Source: an optimization exercise on an open RTL-to-GDS flow (aim: small area and a short achievable clock period). Production flows keep margins and buffers that such runs may drop.
Function was checked by simulation only, so behaviour that the tests miss may differ from the original.
The flow treats the clock pin as an ideal source, which a real chip does not have.

==> flow/design.v, too long to show whole: its modules and the start of the top module <==
// module MultiTop: 20 lines
// module FA: 4 lines
// module HA: 4 lines
// module BENC: 8 lines
// module BENC2: 10 lines
// module INV: 3 lines
// module NOR2: 3 lines
// module ANDN: 3 lines
// module NAND2: 3 lines
// module XOR2: 3 lines
// module AND2: 3 lines
// module AO21: 3 lines
// module XNOR: 3 lines
// module PPSEL: 3 lines
// module Multi: 1188 lines
module MultiTop(
    input             clk,
    input      [31:0] a,
    input      [31:0] b,
    output reg [31:0] prod
);
  // ...
==> flow/flow/run.sh <==
#!/bin/bash
set -euo pipefail
SKEW_CELLS="sky130_fd_sc_hd__clkdlybuf4s18_1" \
  bash standard.sh BUFFER_PORTS_ARGS="-buffer_cell sky130_fd_sc_hd__buf_1" PRE_CTS_TCL="$(pwd)/flow/skew.tcl" CTS_ARGS="-sink_clustering_enable -repair_clock_nets -delay_buffer_derate 0 -no_insertion_delay" finish > standard.log 2>&1
==> flow/flow/skew.tcl <==
set block [ord::get_db_block]
set db [ord::get_db]
set clk [$block findNet clk]
set cells [split $::env(SKEW_CELLS) ","]
set flops {}
set sx 0.0
set sy 0.0
foreach i [$block getInsts] {
  if {[string match "prod*" [$i getName]] && [string match "sky130_fd_sc_hd__df*" [[$i getMaster] getName]]} {
    lappend flops $i
    set bb [$i getBBox]
    set sx [expr {$sx + [$bb xMin]}]
    set sy [expr {$sy + [$bb yMin]}]
  }
}
set nf [llength $flops]
puts "skew: $nf product registers"
if {$nf != 32} { error "skew: expected 32 product registers, found $nf" }
set cx [expr {int($sx / $nf)}]
set cy [expr {int($sy / $nf)}]
set prev $clk
set k 0
foreach c $cells {
  set m [$db findMaster $c]
  if {$m eq "NULL" || $m eq ""} { error "skew: no master $c" }
  set inst [odb::dbInst_create $block $m skew_dly_$k]
  set net [odb::dbNet_create $block clk_prod_$k]
  $net setSigType CLOCK
  [$inst findITerm A] connect $prev
  [$inst findITerm X] connect $net
  $inst setLocation $cx $cy
  $inst setPlacementStatus PLACED
  set prev $net
  incr k
}
foreach i $flops {
  set it [$i findITerm CLK]
  $it disconnect
  $it connect $prev
}
puts "skew: product registers now clocked from [$prev getName] through $k cells"
detailed_placement
==> flow/standard.sh <==
#!/bin/bash
# synth_recipe.tcl (not shown) runs the flow's synth.tcl, then flattens the netlist and writes it again
# the make line also repeats each setting of config.mk as NAME=value (left out here)
make -C /OpenROAD-flow-scripts/flow DESIGN_CONFIG=/design/flow/config.mk WORK_HOME=/design/flow/orfs CLKGATE_MAP_FILE= SYNTH_SCRIPT=/design/flow/synth_recipe.tcl "${@:-finish}"
==> flow/config.mk <==
export PLATFORM = sky130hd
export DESIGN_NAME = MultiTop
export DESIGN_NICKNAME = MultiTop
export VERILOG_FILES = /design/flow/design.v
export SDC_FILE = /design/flow/constraint.sdc
export NUM_CORES = 4
export LEC_CHECK = 0
export CAP_MARGIN = 20
export CORE_MARGIN = 2
export CORE_UTILIZATION = 40
export SLEW_MARGIN = 72
export SYNTH_HIERARCHICAL = 1
export SYNTH_MINIMUM_KEEP_SIZE = 0
==> flow/constraint.sdc <==
create_clock -name core_clock -period 17.0 [get_ports {clk}]
set_input_delay 3.4000 -clock core_clock [delete_from_list [all_inputs] [get_ports {clk}]]
set_output_delay 3.4000 -clock core_clock [all_outputs]
set_load 0.01 [all_outputs]
==> impl_metrics.toml, run 1 <==
[run_status]
outcome = "no timing/DRC/antenna violations"

[placement]
gp_congestion = 0.899
dpl_cell_area_mm2 = 0.0137
dpl_worst_slack_ps = 11540

[setup_path]
rr_worst_depth = 16
crit_arrival_ps = 1450
cp.required_ps = 13600
crit_path_start = "prod[0]$_DFF_P_"

[clocking]
cts_setup_buffers = 0
path_clk_slew_ps = 70

[synth]
synth-xor-area-share_pct = 26.4
synth-seq-cells = 96
ys.flop_type = "dfxtp_1"

[sta]
fin_ws_ps = 12150
max_freq_ghz = 0.206

[floorplan]
die_area_mm2 = 0.0323
start_util_pct = 40.5

[grt]
antenna_found_initial = 0
first_global_vias = 9703
grt_max_degree = 34
met3_usage_pct = 4.13

[finish]
fillCellCount = 2816
seq_cell_count = 96
final_area_mm2 = 0.0142
ff_latch_area_mm2 = 0.00198

[hold_path]
hold_start = "b_q[0]$_DFF_P_"

[drt]
first_pass_iters = 7
==> inputs of run 2 (changes only) <==
==> flow/flow/run.sh (replaced) <==
#!/bin/bash
set -euo pipefail
SKEW_CELLS="sky130_fd_sc_hd__clkdlybuf4s15_1" \
  bash standard.sh BUFFER_PORTS_ARGS="-buffer_cell sky130_fd_sc_hd__buf_1" PRE_CTS_TCL="$(pwd)/flow/skew.tcl" CTS_ARGS="-sink_clustering_enable -repair_clock_nets -delay_buffer_derate 0 -no_insertion_delay" finish > standard.log 2>&1
==> run 2 against run 1 <==
  * Still clean on timing, DRC and antenna
  * Synthesized area unchanged
  * Utilization did not move
  * Register-to-register slack about the same
  * Sequential cell count unchanged
  * Critical path type is now flip-flop to flip-flop
  * Critical endpoint is now prod[31]$_DFF_P_
==> impl_metrics.toml, run 2 <==
[clocking]
cts_tree = "done"
post_cts_resized = 0
cts_setup_buffers = 0
postCtsHoldBufs = 0
path_clk_slew_ps = 70
clock_latency_ps = 970

[sta]
fin_ws_ps = 12140
setup_viol = 0
fin_crit_ps = 4860
fin_crit_sh_pct = 28.6
worst_pin_slew_ps = 414
skew_ps = 626
worst_slew_margin_rel_pct = 72.4
hold_viol_final = 0
fin_tns_setup_ps = 0
max_freq_ghz = 0.206
rsz0062_at_grt = "no"
final_max_slew_viol_count = 0

[synth]
ys_top_cells_by_count = "xnor2_1 (302), o22ai_1 (256), fa_1 (201)"
ys.flop_type = "dfxtp_1"
yosys.area_share.simple_pct = 3.84
async_flop_share_pct = 0
synth_top_area_cell = "fa_1"
synth_area_leaders = "fa_1 (33%), xnor2_1 (21%), dfxtp_1 (16%), o22ai_1 (13%), xor2_1 (5.0%)"
avgSynthCellArea_um2 = 11.2
synth-compound-area-share_pct = 17.1
synth_edf_count = 0
yosys.area.top_type_share_pct = 32.6
synthMuxAreaShare_pct = 0
ys_types = 15
synth_warnings = 7
synth.yosys.seq_area_share_pct = 15.6
synthAdderAreaFrac_pct = 36.6
synth-xor-area-share_pct = 26.4
synth-seq-cells = 96
post_synth_inst_count = 1103
mappedNetlistNets = 1409
synth_area_mm2 = 0.0123
yosysMostFrequentCell = "xnor2_1"
synth_top_family_by_area = "adder cells"

[job]
cap_violations = 0

[setup_path]
crit_path_cell_trace = "clkbuf_8 > xnor2_1 > nand2_4 > o22ai_1 > fa_1 > fa_1 > fa_1 > fa_1 > fa_1 > fa_1 > ha_1 > and2_1 > a21o_1 > a21o_1 > a21o_1 > xor2_1"
path_max_fanout = 33
critical_path.slowest_cell = "fa_1"
crit_path_start_kind = "flip-flop"
critPathKind = "flip-flop to flip-flop"
cpMostUsedCell = "fa_1"
crit_arrival_ps = 5700
slowest_delay_ps = 490
endpoint_kind = "flip-flop"
cp.required_ps = 17840

[grt]
grt_usage_pct = 22.1
grt_max_degree = 34
grt.overflow.total = 0
antenna_found_initial = 0
first_global_vias = 9703
grt_pass1_wl_mm = 55.1

[placement]
dpl_worst_slack_ps = 11540
hpwl_mm = 26.3
io_buffers = 96
dp.cells = 1622
gp_congestion = 0.899

[floorplan]
ios = 97
die_x_um = 180
core-area_mm2 = 0.0305
row_count = 64
start_util_pct = 40.5
die_h_um = 180
die_area_mm2 = 0.0323

[finish]
drive_above_1_share_pct = 11.0
layout.cells.most_common_list = "xnor2_1 (294), o22ai_1 (256), fa_1 (201)"
area_delta_synth_final_pct = 15.3
post-route-util_pct = 46.7
antenna_cells = 0
fillCellCount = 2816
top_regs = "a_q: 32 flops, b_q: 32 flops, prod: 32 flops"
final_common_cell = "xnor2_1"
final_cells = 1648
fin_nets = 1550

[drt]
drt-initial-drc-count = 843
ant_nets = 0
post_drt_wl_per_cell_um = 21.2
wl_mm = 34.9
first_pass_iters = 7
vias = 9453
vias_per_cell = 5.74
drc = 0

[hold_path]
hold_path.class = "flip-flop to flip-flop"

[run_status]
outcome = "no timing/DRC/antenna violations"
## run 2: per-layer routing
metal	vias up	global-route usage, %	routed length (um)
li1	4264	-	-
met1	4656	30.1	14800
met2	479	35.4	16200
met3	54	4.13	3010
met4	0	7.48	979
met5	-	0	0
## run 2: through the flow
stage,cell area (um2),hold WS (ps)
2_1_floorplan,12300,1000
3_3_place_gp,13300,995
3_5_place_dp,13700,802
4_1_cts,14200,171
5_1_grt,14200,252
6_report,14200,202
## run 2: area by class of cell, without the clock buffers
| type | count | area [um2] | share of cell area [%] |
|---|---|---|---|
| timing repair buffer | 131 | 738 | 5.19 |
| sequential | 96 | 1980 | 13.9 |
| multi-input combinational | 998 | 10500 | 74.0 |
| buffer | 1 | 10.0 | 0.0703 |
| inverter | 2 | 12.5 | 0.0879 |
| clock inverter | 9 | 108 | 0.756 |
| tap | 396 | 495 | 3.48 |
## run 2: kinds of logic after synthesis
family / after synthesis
XOR/XNOR: 372
flip-flops: 96
AND/OR/NAND/NOR: 69
AO/OA/AOI/OAI: 316
buffers and inverters: 9
adder cells (fa/ha/maj): 241
## run 2: per-module statistics from Yosys, one instance, submodules excluded, a selection
module / cell area, um2 / cells inside / times used
ANDN: 13.8 / 1 / 16
AND2: 6.26 / 1 / 21
MultiTop: 1920 / 96 / 1
XOR2: 8.76 / 1 / 70
FA: 20.0 / 1 / 201
AO21: 7.51 / 1 / 45
PPSEL: 6.26 / 1 / 256
INV: 3.75 / 1 / 2
HA: 12.5 / 1 / 40
NAND2: 3.75 / 1 / 15
NOR2: 3.75 / 1 / 16
Multi: 58.8 / 8 / 1
## run 2: path summary, 6_finish.rpt
check | startpoint | to | slack [ps] | depth (start not counted)
max | b_q[5]$_DFF_P_ | prod[31]$_DFF_P_ | 12140 | 16
min | b_q[0]$_DFF_P_ | prod[0]$_DFF_P_ | 200 | 2
max reg2reg | b_q[5]$_DFF_P_ | prod[31]$_DFF_P_ | 12140 | 16
min reg2reg | b_q[0]$_DFF_P_ | prod[0]$_DFF_P_ | 200 | 2
## run 2: worst max-delay path, delay by kind of cell (launching register included)
family / cells / cell delay, ps
adders and majority gates: 7 / 3050
AOI/OAI and AO/OA: 4 / 830
xor gates and xnor gates: 2 / 470
and+or+nand+nor: 2 / 400
DFF: 1 / 310
buffers and inverters: 1 / 250
==> inputs of run 3 (changes only) <==
--- a/flow/config.mk
+++ b/flow/config.mk
@@ -10,2 +10,3 @@
 export CORE_UTILIZATION = 40
+export CTS_BUF_LIST = sky130_fd_sc_hd__clkbuf_8
 export SLEW_MARGIN = 72
==> run 3 against run 2 <==
  * Still clean on timing, DRC and antenna
  * Critical path depth stayed put
  * Utilization stayed put
  * First-iteration DRC count unchanged
  * Via count did not move
  * Largest cell class unchanged
==> impl_metrics.toml, run 3 <==
[run_status]
outcome = "no timing/DRC/antenna violations"

[setup_path]
r2r_start = "b_q[5]$_DFF_P_"
crit_path_cell_trace = "clkbuf_8 > xnor2_1 > nand2_4 > o22ai_1 > fa_1 > fa_1 > fa_1 > fa_1 > fa_1 > fa_1 > ha_1 > and2_1 > a21o_1 > a21o_1 > a21o_1 > xor2_1"
cp.required_ps = 17840
path_max_fanout = 33
critical_path.slowest_cell = "fa_1"
reg2reg_to = "prod[31]$_DFF_P_"
cpLargestDelayFamily = "adder cells"
crit_buf_inv = 1
r2r_slack_ps = 12140
crit_arrival_ps = 5700
crit_path_start_kind = "flip-flop"
cpMostUsedCell = "fa_1"
endpoint_kind = "flip-flop"
critPathKind = "flip-flop to flip-flop"
rr_worst_depth = 16
slowest_delay_ps = 490

[drt]
vias = 9453
vias_per_cell = 5.74
wl_mm = 34.9
drc = 0
ant_nets = 0
post_drt_wl_per_cell_um = 21.2
first_pass_iters = 7
drt-initial-drc-count = 843

[synth]
yosysMostFrequentCell = "xnor2_1"
synth-seq-cells = 96
synth_area_leaders = "fa_1 (33%), xnor2_1 (21%), dfxtp_1 (16%), o22ai_1 (13%), xor2_1 (5.0%)"
synth_warnings = 7
synth_edf_count = 0
avgSynthCellArea_um2 = 11.2
synth.yosys.seq_area_share_pct = 15.6
mappedNetlistNets = 1409
ys_top_cells_by_count = "xnor2_1 (302), o22ai_1 (256), fa_1 (201)"
ys.flop_type = "dfxtp_1"
async_flop_share_pct = 0
ys_types = 15
synth_area_mm2 = 0.0123
yosys.area.top_type_share_pct = 32.6
synth_top_area_cell = "fa_1"
post_synth_inst_count = 1103

[floorplan]
row_count = 64
core-area_mm2 = 0.0305
die_x_um = 180
ios = 97
start_util_pct = 40.5
die_h_um = 180
die_area_mm2 = 0.0323

[finish]
fillCellCount = 2816
area_delta_synth_final_pct = 15.3
drive_above_1_share_pct = 11.0
post-route-util_pct = 46.7
antenna_cells = 0
layout.cells.most_common_list = "xnor2_1 (294), o22ai_1 (256), fa_1 (201)"
final_common_cell = "xnor2_1"
final_area_mm2 = 0.0142
top_regs = "a_q: 32 flops, b_q: 32 flops, prod: 32 flops"
fin_nets = 1550

[sta]
hold_viol_final = 0
fin_crit_sh_pct = 28.6
worst_slew_margin_rel_pct = 72.4
fin_tns_setup_ps = 0
worst_pin_slew_ps = 414
final_max_slew_viol_count = 0
setup_viol = 0
fin_ws_ps = 12140
max_freq_ghz = 0.206
timing.hold.ws_ps = 202
rsz0062_at_grt = "no"
skew_ps = 626
fin_crit_ps = 4860

[hold_path]
hold_path.class = "flip-flop to flip-flop"
min_to = "prod[0]$_DFF_P_"
holdPathStages = 2
hold_start = "b_q[0]$_DFF_P_"

[placement]
hpwl_mm = 26.3
gp_congestion = 0.899
dpl_cell_area_mm2 = 0.0137
dpl_worst_slack_ps = 11540
io_buffers = 96

[grt]
grt_max_degree = 34
first_global_vias = 9703
grt.overflow.total = 0
grt_usage_pct = 22.1
antenna_found_initial = 0
grt_pass1_wl_mm = 55.1

[job]
cap_violations = 0

[clocking]
path_clk_slew_ps = 70
post_cts_resized = 0
cts_setup_buffers = 0
clock_latency_ps = 970
postCtsHoldBufs = 0
cts_tree = "done"
-- run 3: kinds of logic after synthesis --
group                      count (synthesis)  share of synthesized area [%]
xor gates and xnor gates                 372                           26.4
AOI/OAI and AO/OA                        316                           17.1
adders and majority gates                241                           36.6
DFF                                       96                           15.6
and+or+nand+nor                           69                           3.84
buffers and inverters                      9                          0.486
-- run 3: layer usage --
layer | part of all wire [%] | GRT usage [%] | up-vias | wire length, um
met1 | 42 | 30.1 | 4656 | 14800
met5 | 0 | 0 | - | 0
met4 | 2.8 | 7.48 | 0 | 979
li1 | - | - | 4264 | -
met2 | 46 | 35.4 | 479 | 16200
met3 | 8.6 | 4.13 | 54 | 3010
-- run 3: worst min-delay path: cells and delay by family (launching register included) --
family	cells	cell delay [ps]
buf+inv	1	260
simple gates	1	150
flops	1	330
-- run 3: worst max-delay path by stage --
| stage | endpoint | depth (start not counted) | start |
|---|---|---|---|
| 2_1_floorplan | prod[31]$_DFF_P_ | 14 | b_q[1]$_DFF_P_ |
| 3_3_place_gp | prod[31]$_DFF_P_ | 15 | b_q[1]$_DFF_P_ |
| 3_5_place_dp | prod[31]$_DFF_P_ | 16 | b_q[13]$_DFF_P_ |
| 4_1_cts | prod[26] | 1 | prod[26]$_DFF_P_ |
| 5_1_grt | prod[31]$_DFF_P_ | 16 | b_q[5]$_DFF_P_ |
| 6_report | prod[31]$_DFF_P_ | 16 | b_q[5]$_DFF_P_ |
-- run 3: area by class of cell, without the clock buffers --
cell class                 count  area (um2)  share of cell area (%)
clock inverter                 9         108                   0.756
sequential                    96        1980                    13.9
buffer                         1        10.0                  0.0703
multi-input combinational    998       10500                    74.0
tap                          396         495                    3.48
inverter                       2        12.5                  0.0879
timing repair buffer         131         738                    5.19
-- run 3: through the flow --
stage | std cells
after floorplan | 1103
after global placement | 1609
after detailed placement | 1622
after global routing | 1648
final | 1648
after CTS | 1647
-- run 3: Yosys stat by module (local to each module, per instance) --
module    cells  copies in the design
PPSEL         1                   256
NOR2          1                    16
Multi         8                     1
NAND2         1                    15
FA            1                   201
INV           1                     2
XOR2          1                    70
AND2          1                    21
ANDN          1                    16
AO21          1                    45
MultiTop     96                     1
BENC          1                    15
XNOR          1                   302
HA            1                    40

-- port drivers added, routing unchanged --
How much do the figures lean on ideal ports? The routed layouts below were timed once more, with nothing changed but the port constraints.
Step 1 assumes that a clkbuf_16 drives the clock port and a buf_2 every other input.
Step 2, shift: input delay + t, output delay - t, t = (earliest + latest rising clock arrival at the registers) / 2. This alone moves slack from input paths to output paths.
Slacks: ideal / step 1 / step 2; pairs: ideal / step 1.
run | shift t [ns] | slack for setup (ns) | hold WS [ns] | clock arrival spread, ns | worst register clock-pin slew, ns
run 1 | 0.713 | 12.149 / 12.099 / 12.150 | 0.190 / 0.190 / 0.190 | 0.639 / 0.639 | 0.08 / 0.08
run 2 | 0.706 | 12.136 / 12.113 / 12.136 | 0.202 / 0.202 / 0.202 | 0.626 / 0.626 | 0.08 / 0.08
run 3 | 0.706 | 12.136 / 12.113 / 12.136 | 0.202 / 0.202 / 0.202 | 0.626 / 0.626 | 0.08 / 0.08
In every run listed the clock reaches the registers at very different times; t lies between them, and the last value is a rough guide only.
